This is an optimization exercise on Yosys and OpenROAD, whose aim is small area, not a production implementation.
The RTL was checked by simulation tests, not by an equivalence proof against the original design.
Power and IR drop assume default switching activity.

## axi4_straddle_convertor
module axi4_straddle_convertor #
(
    parameter integer AXI_TUSER_L        = 161,
    parameter integer BUFFER_SIZE        = 4
)
(
    input wire                                  ACLK,
    input wire                                  ARESETN,
    input wire [AXI_TUSER_L-1:0]               S_AXIS_TUSER,
    input wire [511:0]                         S_AXIS_TDATA,
    input wire [15:0]                          S_AXIS_TKEEP,
    input wire                                 S_AXIS_TLAST,
    input wire                                 S_AXIS_TVALID,
    output wire                                S_AXIS_TREADY,
    output wire [AXI_TUSER_L-1:0]              M_AXIS_TUSER,
    output wire [511:0]                        M_AXIS_TDATA,
    output wire [15:0]                         M_AXIS_TKEEP,
    output wire                                M_AXIS_TLAST,
    output wire                                M_AXIS_TVALID,
    input wire                                 M_AXIS_TREADY,
    output reg [1:0]                           error_invalid_state
);
export LEC_CHECK = 0
export CAP_MARGIN = 40
export CORE_MARGIN = 2
export CORE_UTILIZATION = 70
export CTS_BUF_LIST = sky130_fd_sc_hd__clkbuf_16
export CTS_CLUSTER_DIAMETER = 60
export CTS_CLUSTER_SIZE = 30
export SLEW_MARGIN = 40
export SYNTH_HIERARCHICAL = 1
export SYNTH_MINIMUM_KEEP_SIZE = 0
create_clock -name core_clock -period 6.0 [get_ports {ACLK}]
standard.sh (not shown) runs the stock make flow with config.mk's settings and CLKGATE_MAP_FILE= SYNTH_SCRIPT=/design/flow/synth_recipe.tcl, a recipe that flattens the netlist after the stock synthesis.
==> flow/flow/run.sh <==
#!/bin/bash
# Standard synthesis and layout, with two changes: the ports are buffered with buf_1
# (instead of the resizer's default pick), and the clock tree is built without dummy loads.
set -euo pipefail
CTS="-sink_clustering_enable -repair_clock_nets -buf_list sky130_fd_sc_hd__clkbuf_16"
CTS="$CTS -sink_clustering_size 30 -sink_clustering_max_diameter 60 -dont_use_dummy_load"
bash standard.sh synth > synth.log 2>&1
bash standard.sh "BUFFER_PORTS_ARGS=-buffer_cell sky130_fd_sc_hd__buf_1" "CTS_ARGS=$CTS" finish > layout.log 2>&1
The baseline finished clean.
Change:
--- a/flow/design.v
+++ b/flow/design.v
@@ -63,23 +63,26 @@
         4'b0111: begin tlp_nxt = old_cur ? 2'b01 : 2'b10; x_nxt = 1'b0; end
         4'b0101: begin tlp_nxt = 2'b00; x_nxt = 1'b0; end
         4'b0110: begin tlp_nxt = 2'b00; x_nxt = 1'b0; end
         4'b00??: ;
         default: illegal_eop = 1'b1;
     endcase
 end
+reg [15:0] mask0, mask1;
+integer m;
+always @(*) begin
+    for (m = 0; m < 16; m = m + 1) begin
+        mask0[m] = S_AXIS_TKEEP[m] && (m <= is_eop0_ptr);
+        mask1[m] = S_AXIS_TKEEP[m] && (m <= is_eop1_ptr);
+    end
+end
 wire end0 = tlp_cur[0] && !tlp_nxt[0];
 wire end1 = tlp_cur[1] && !tlp_nxt[1];
-wire [3:0] eptr0 = (is_eop[0] && !old_cur) ? is_eop0_ptr : is_eop1_ptr;
-wire [3:0] eptr1 = (is_eop[1] &&  old_cur) ? is_eop0_ptr : is_eop1_ptr;
-function [7:0] half_mask(input h, input [3:0] e);
-    integer k;
-    for (k = 0; k < 8; k = k + 1)
-        half_mask[k] = h ? (e[3] && k <= e[2:0]) : (e[3] || k <= e[2:0]);
-endfunction
+wire [15:0] km0 = end0 ? ((is_eop[0] && !old_cur) ? mask0 : mask1) : S_AXIS_TKEEP;
+wire [15:0] km1 = end1 ? ((is_eop[1] &&  old_cur) ? mask0 : mask1) : S_AXIS_TKEEP;
 wire       act0 = s_fire && tlp_cur[0];
 wire       act1 = s_fire && tlp_cur[1];
 wire [1:0] l0 = !tlp_cur[0] ? 2'b00 : x_cur ? 2'b10 : tlp_cur[1] ? 2'b01 : 2'b11;
 wire [1:0] l1 = !tlp_cur[1] ? 2'b00 : !tlp_cur[0] ? 2'b11 : x_cur ? 2'b01 : 2'b10;
 wire [1:0] nwp0 = write_ptr0 + 2'd1;
 wire [1:0] nwp1 = write_ptr1 + 2'd1;
 wire wlo0  = act0 && !lane0_filled0 && (l0 != 2'b00);
@@ -98,22 +101,18 @@
 for (b = 0; b < 256; b = b + 1) begin : g_din
     straddle_muxi u_lo0 (.s(slo0), .a(S_AXIS_TDATA[b]), .b(S_AXIS_TDATA[256+b]), .y(din_lo0[b]));
     straddle_muxi u_hi0 (.s(shi0), .a(S_AXIS_TDATA[b]), .b(S_AXIS_TDATA[256+b]), .y(din_hi0[b]));
     straddle_muxi u_lo1 (.s(slo1), .a(S_AXIS_TDATA[b]), .b(S_AXIS_TDATA[256+b]), .y(din_lo1[b]));
     straddle_muxi u_hi1 (.s(shi1), .a(S_AXIS_TDATA[b]), .b(S_AXIS_TDATA[256+b]), .y(din_hi1[b]));
 end
 endgenerate
-wire [7:0] klo0 = slo0 ? S_AXIS_TKEEP[15:8] : S_AXIS_TKEEP[7:0];
-wire [7:0] khi0 = shi0 ? S_AXIS_TKEEP[15:8] : S_AXIS_TKEEP[7:0];
-wire [7:0] klo1 = slo1 ? S_AXIS_TKEEP[15:8] : S_AXIS_TKEEP[7:0];
-wire [7:0] khi1 = shi1 ? S_AXIS_TKEEP[15:8] : S_AXIS_TKEEP[7:0];
-wire [7:0] kin_lo0 = ~(klo0 & (end0 ? half_mask(slo0, eptr0) : 8'hff));
-wire [7:0] kin_hi0 = ~(khi0 & (end0 ? half_mask(shi0, eptr0) : 8'hff));
-wire [7:0] kin_lo1 = ~(klo1 & (end1 ? half_mask(slo1, eptr1) : 8'hff));
-wire [7:0] kin_hi1 = ~(khi1 & (end1 ? half_mask(shi1, eptr1) : 8'hff));
+wire [7:0]   kin_lo0 = ~(slo0 ? km0[15:8] : km0[7:0]);
+wire [7:0]   kin_hi0 = ~(shi0 ? km0[15:8] : km0[7:0]);
+wire [7:0]   kin_lo1 = ~(slo1 ? km1[15:8] : km1[7:0]);
+wire [7:0]   kin_hi1 = ~(shi1 ? km1[15:8] : km1[7:0]);
 reg [255:0] d0_lo [0:3];
 reg [255:0] d0_hi [0:3];
 reg [255:0] d1_lo [0:3];
 reg [255:0] d1_hi [0:3];
 reg [7:0]   k0_lo [0:3];
 reg [7:0]   k0_hi [0:3];
 reg [7:0]   k1_lo [0:3];
=> The new run produced a clean layout. Die area hardly moves. Area after synthesis barely changes. Setup slack loses 18 ps. Global-route usage goes down by 0.23 points. Via count stays flat. Total power is about the same. Non-clock buffer count goes up by 4. Register-to-register slack loses 40 ps. Combinational power barely changes.


Another version of the RTL of axi4_straddle_convertor (not shown whole).
Size: roughly 13,000 cells after synthesis, ~4,300 flip-flops, about 1,400 I/O pins, roughly 150,000 sq um of cells after synthesis.
clock: 6.0 ns
lec_check: 0
cap_margin: 40
core_margin: 2
core_utilization: 70
cts_buf_list: sky130_fd_sc_hd__clkbuf_16
cts_cluster_diameter: 60
cts_cluster_size: 30
slew_margin: 40
synth_hierarchical: 1
synth_minimum_keep_size: 0
==> flow/flow/run.sh <==
#!/bin/bash
# Standard synthesis and layout, with three changes: the ports are buffered with buf_1
# (instead of the resizer's default pick), the clock tree is built without dummy loads,
# and the layout's repair does not use the largest buffers and inverters (the platform's
# own don't-use list is kept and extended).
set -euo pipefail
CTS="-sink_clustering_enable -repair_clock_nets -buf_list sky130_fd_sc_hd__clkbuf_16"
CTS="$CTS -sink_clustering_size 28 -sink_clustering_max_diameter 80 -dont_use_dummy_load"
DU="sky130_fd_sc_hd__probe_p_8 sky130_fd_sc_hd__probec_p_8 sky130_fd_sc_hd__lpflow_bleeder_1 sky130_fd_sc_hd__lpflow_clkbufkapwr_1 sky130_fd_sc_hd__lpflow_clkbufkapwr_16 sky130_fd_sc_hd__lpflow_clkbufkapwr_2 sky130_fd_sc_hd__lpflow_clkbufkapwr_4 sky130_fd_sc_hd__lpflow_clkbufkapwr_8 sky130_fd_sc_hd__lpflow_clkinvkapwr_1 sky130_fd_sc_hd__lpflow_clkinvkapwr_16 sky130_fd_sc_hd__lpflow_clkinvkapwr_2 sky130_fd_sc_hd__lpflow_clkinvkapwr_4 sky130_fd_sc_hd__lpflow_clkinvkapwr_8 sky130_fd_sc_hd__lpflow_decapkapwr_12 sky130_fd_sc_hd__lpflow_decapkapwr_3 sky130_fd_sc_hd__lpflow_decapkapwr_4 sky130_fd_sc_hd__lpflow_decapkapwr_6 sky130_fd_sc_hd__lpflow_decapkapwr_8 sky130_fd_sc_hd__lpflow_inputiso0n_1 sky130_fd_sc_hd__lpflow_inputiso0p_1 sky130_fd_sc_hd__lpflow_inputiso1n_1 sky130_fd_sc_hd__lpflow_inputiso1p_1 sky130_fd_sc_hd__lpflow_inputisolatch_1 sky130_fd_sc_hd__lpflow_isobufsrc_1 sky130_fd_sc_hd__lpflow_isobufsrc_16 sky130_fd_sc_hd__lpflow_isobufsrc_2 sky130_fd_sc_hd__lpflow_isobufsrc_4 sky130_fd_sc_hd__lpflow_isobufsrc_8 sky130_fd_sc_hd__lpflow_isobufsrckapwr_16 sky130_fd_sc_hd__lpflow_lsbuf_lh_hl_isowell_tap_1 sky130_fd_sc_hd__lpflow_lsbuf_lh_hl_isowell_tap_2 sky130_fd_sc_hd__lpflow_lsbuf_lh_hl_isowell_tap_4 sky130_fd_sc_hd__lpflow_lsbuf_lh_isowell_4 sky130_fd_sc_hd__lpflow_lsbuf_lh_isowell_tap_1 sky130_fd_sc_hd__lpflow_lsbuf_lh_isowell_tap_2 sky130_fd_sc_hd__lpflow_lsbuf_lh_isowell_tap_4"
DU="$DU sky130_fd_sc_hd__buf_8 sky130_fd_sc_hd__buf_12 sky130_fd_sc_hd__buf_16"
DU="$DU sky130_fd_sc_hd__bufbuf_8 sky130_fd_sc_hd__bufbuf_16 sky130_fd_sc_hd__bufinv_8 sky130_fd_sc_hd__bufinv_16"
DU="$DU sky130_fd_sc_hd__inv_12 sky130_fd_sc_hd__inv_16"
bash standard.sh synth > synth.log 2>&1
bash standard.sh "BUFFER_PORTS_ARGS=-buffer_cell sky130_fd_sc_hd__buf_1" "CTS_ARGS=$CTS" "DONT_USE_CELLS=$DU" finish > layout.log 2>&1
Edit:
--- a/flow/design.v
+++ b/flow/design.v
@@ -84,31 +84,30 @@
 wire [1:0] nwp1 = write_ptr1 + 2'd1;
 wire wlo0  = act0 && !lane0_filled0 && (l0 != 2'b00);
 wire whi0  = act0 && ((l0 == 2'b11) || (lane0_filled0 && l0 != 2'b00));
 wire wlon0 = act0 && lane0_filled0 && (l0 == 2'b11);
 wire wlo1  = act1 && !lane0_filled1 && (l1 != 2'b00);
 wire whi1  = act1 && ((l1 == 2'b11) || (lane0_filled1 && l1 != 2'b00));
 wire wlon1 = act1 && lane0_filled1 && (l1 == 2'b11);
 wire slo0 = (l0 == 2'b10) || (l0 == 2'b11 && lane0_filled0);
 wire shi0 = (l0 == 2'b10) || (l0 == 2'b11 && !lane0_filled0);
 wire slo1 = (l1 == 2'b10) || (l1 == 2'b11 && lane0_filled1);
 wire shi1 = (l1 == 2'b10) || (l1 == 2'b11 && !lane0_filled1);
-wire nslo0 = !slo0, nshi0 = !shi0, nslo1 = !slo1, nshi1 = !shi1;
 wire [255:0] din_lo0, din_hi0, din_lo1, din_hi1;
 genvar b;
 generate
 for (b = 0; b < 256; b = b + 1) begin : g_din
-    straddle_oai22 u_lo0 (.a0(nslo0), .b0(S_AXIS_TDATA[256+b]), .a1(slo0), .b1(S_AXIS_TDATA[b]), .y(din_lo0[b]));
-    straddle_oai22 u_hi0 (.a0(nshi0), .b0(S_AXIS_TDATA[256+b]), .a1(shi0), .b1(S_AXIS_TDATA[b]), .y(din_hi0[b]));
-    straddle_oai22 u_lo1 (.a0(nslo1), .b0(S_AXIS_TDATA[256+b]), .a1(slo1), .b1(S_AXIS_TDATA[b]), .y(din_lo1[b]));
-    straddle_oai22 u_hi1 (.a0(nshi1), .b0(S_AXIS_TDATA[256+b]), .a1(shi1), .b1(S_AXIS_TDATA[b]), .y(din_hi1[b]));
+    straddle_muxi u_lo0 (.s(slo0), .a(S_AXIS_TDATA[b]), .b(S_AXIS_TDATA[256+b]), .y(din_lo0[b]));
+    straddle_muxi u_hi0 (.s(shi0), .a(S_AXIS_TDATA[b]), .b(S_AXIS_TDATA[256+b]), .y(din_hi0[b]));
+    straddle_muxi u_lo1 (.s(slo1), .a(S_AXIS_TDATA[b]), .b(S_AXIS_TDATA[256+b]), .y(din_lo1[b]));
+    straddle_muxi u_hi1 (.s(shi1), .a(S_AXIS_TDATA[b]), .b(S_AXIS_TDATA[256+b]), .y(din_hi1[b]));
 end
 endgenerate
 wire [7:0] klo0 = slo0 ? S_AXIS_TKEEP[15:8] : S_AXIS_TKEEP[7:0];
 wire [7:0] khi0 = shi0 ? S_AXIS_TKEEP[15:8] : S_AXIS_TKEEP[7:0];
 wire [7:0] klo1 = slo1 ? S_AXIS_TKEEP[15:8] : S_AXIS_TKEEP[7:0];
 wire [7:0] khi1 = shi1 ? S_AXIS_TKEEP[15:8] : S_AXIS_TKEEP[7:0];
 wire [7:0] kin_lo0 = ~(klo0 & (end0 ? half_mask(slo0, eptr0) : 8'hff));
 wire [7:0] kin_hi0 = ~(khi0 & (end0 ? half_mask(shi0, eptr0) : 8'hff));
 wire [7:0] kin_lo1 = ~(klo1 & (end1 ? half_mask(slo1, eptr1) : 8'hff));
 wire [7:0] kin_hi1 = ~(khi1 & (end1 ? half_mask(shi1, eptr1) : 8'hff));
 reg [255:0] d0_lo [0:3];
@@ -291,17 +290,17 @@
         nsel_q <= nsel_n;
         if (m_fire)
             output_is_sop <= rd0 ? eop0_rd : eop1_rd;
         buffer0_full <= (nwp0 == read_ptr0) || (lane0_filled0 && (nwp0 + 2'd1 == read_ptr0));
         buffer1_full <= (nwp1 == read_ptr1) || (lane0_filled1 && (nwp1 + 2'd1 == read_ptr1));
     end
 end
 endmodule
 module straddle_hold (input wire q, input wire we, input wire nwe, input wire d, output wire y);
 assign y = (q | we) & (d | nwe);
 endmodule
-module straddle_oai22 (input wire a0, input wire b0, input wire a1, input wire b1, output wire y);
-assign y = ~((a0 | b0) & (a1 | b1));
+module straddle_muxi (input wire s, input wire a, input wire b, output wire y);
+assign y = ~(s ? b : a);
 endmodule
 module straddle_out8 (input wire [7:0] ns, input wire [7:0] q, output wire y);
 assign y = ~&(ns | q);
 endmodule
Outcome: Worst setup slack improved by 0.057 ns. Hold slack stays flat. Die area went up by 2.5%. Clock power stays flat. Flip-flop and latch count stays the same.

-- what the ideal ports hide --
The flow's constraints put no driver on any port. The routed layouts listed below were extracted and timed again, unchanged, in two steps.
Step 1, drivers: a clkbuf_16 drives ACLK and a buf_2 each remaining input, both assumed.
Step 2 times the ports against the registers' clock, not the clock port: input delays grow and output delays shrink by t, the midpoint of the rising clock arrivals with the driver on.
Slacks: ideal ports / drivers / drivers and shift; pairs: ideal ports / drivers.
run	shift t [ns]	setup WS [ns]	slew at the worst register clock pin (ns)	worst data-port slew with drivers (ns)	cell pins on the clock port's net
the first run of note 1	0.975	0.865 / 0.767 / 0.838	0.11 / 0.11	0.28	1
the second run of note 1	0.969	0.847 / 0.743 / 0.762	0.11 / 0.11	0.30	1
the first run of note 2	0.975	0.590 / 0.484 / 0.620	0.12 / 0.12	0.37	1
the second run of note 2	0.976	0.647 / 0.541 / 0.709	0.11 / 0.11	0.52	1
After both steps setup and hold are still met in every run listed. For the second run of note 1, which loses most, drivers alone change the setup slack by -0.104 ns; drivers and shift together by -0.085 ns.
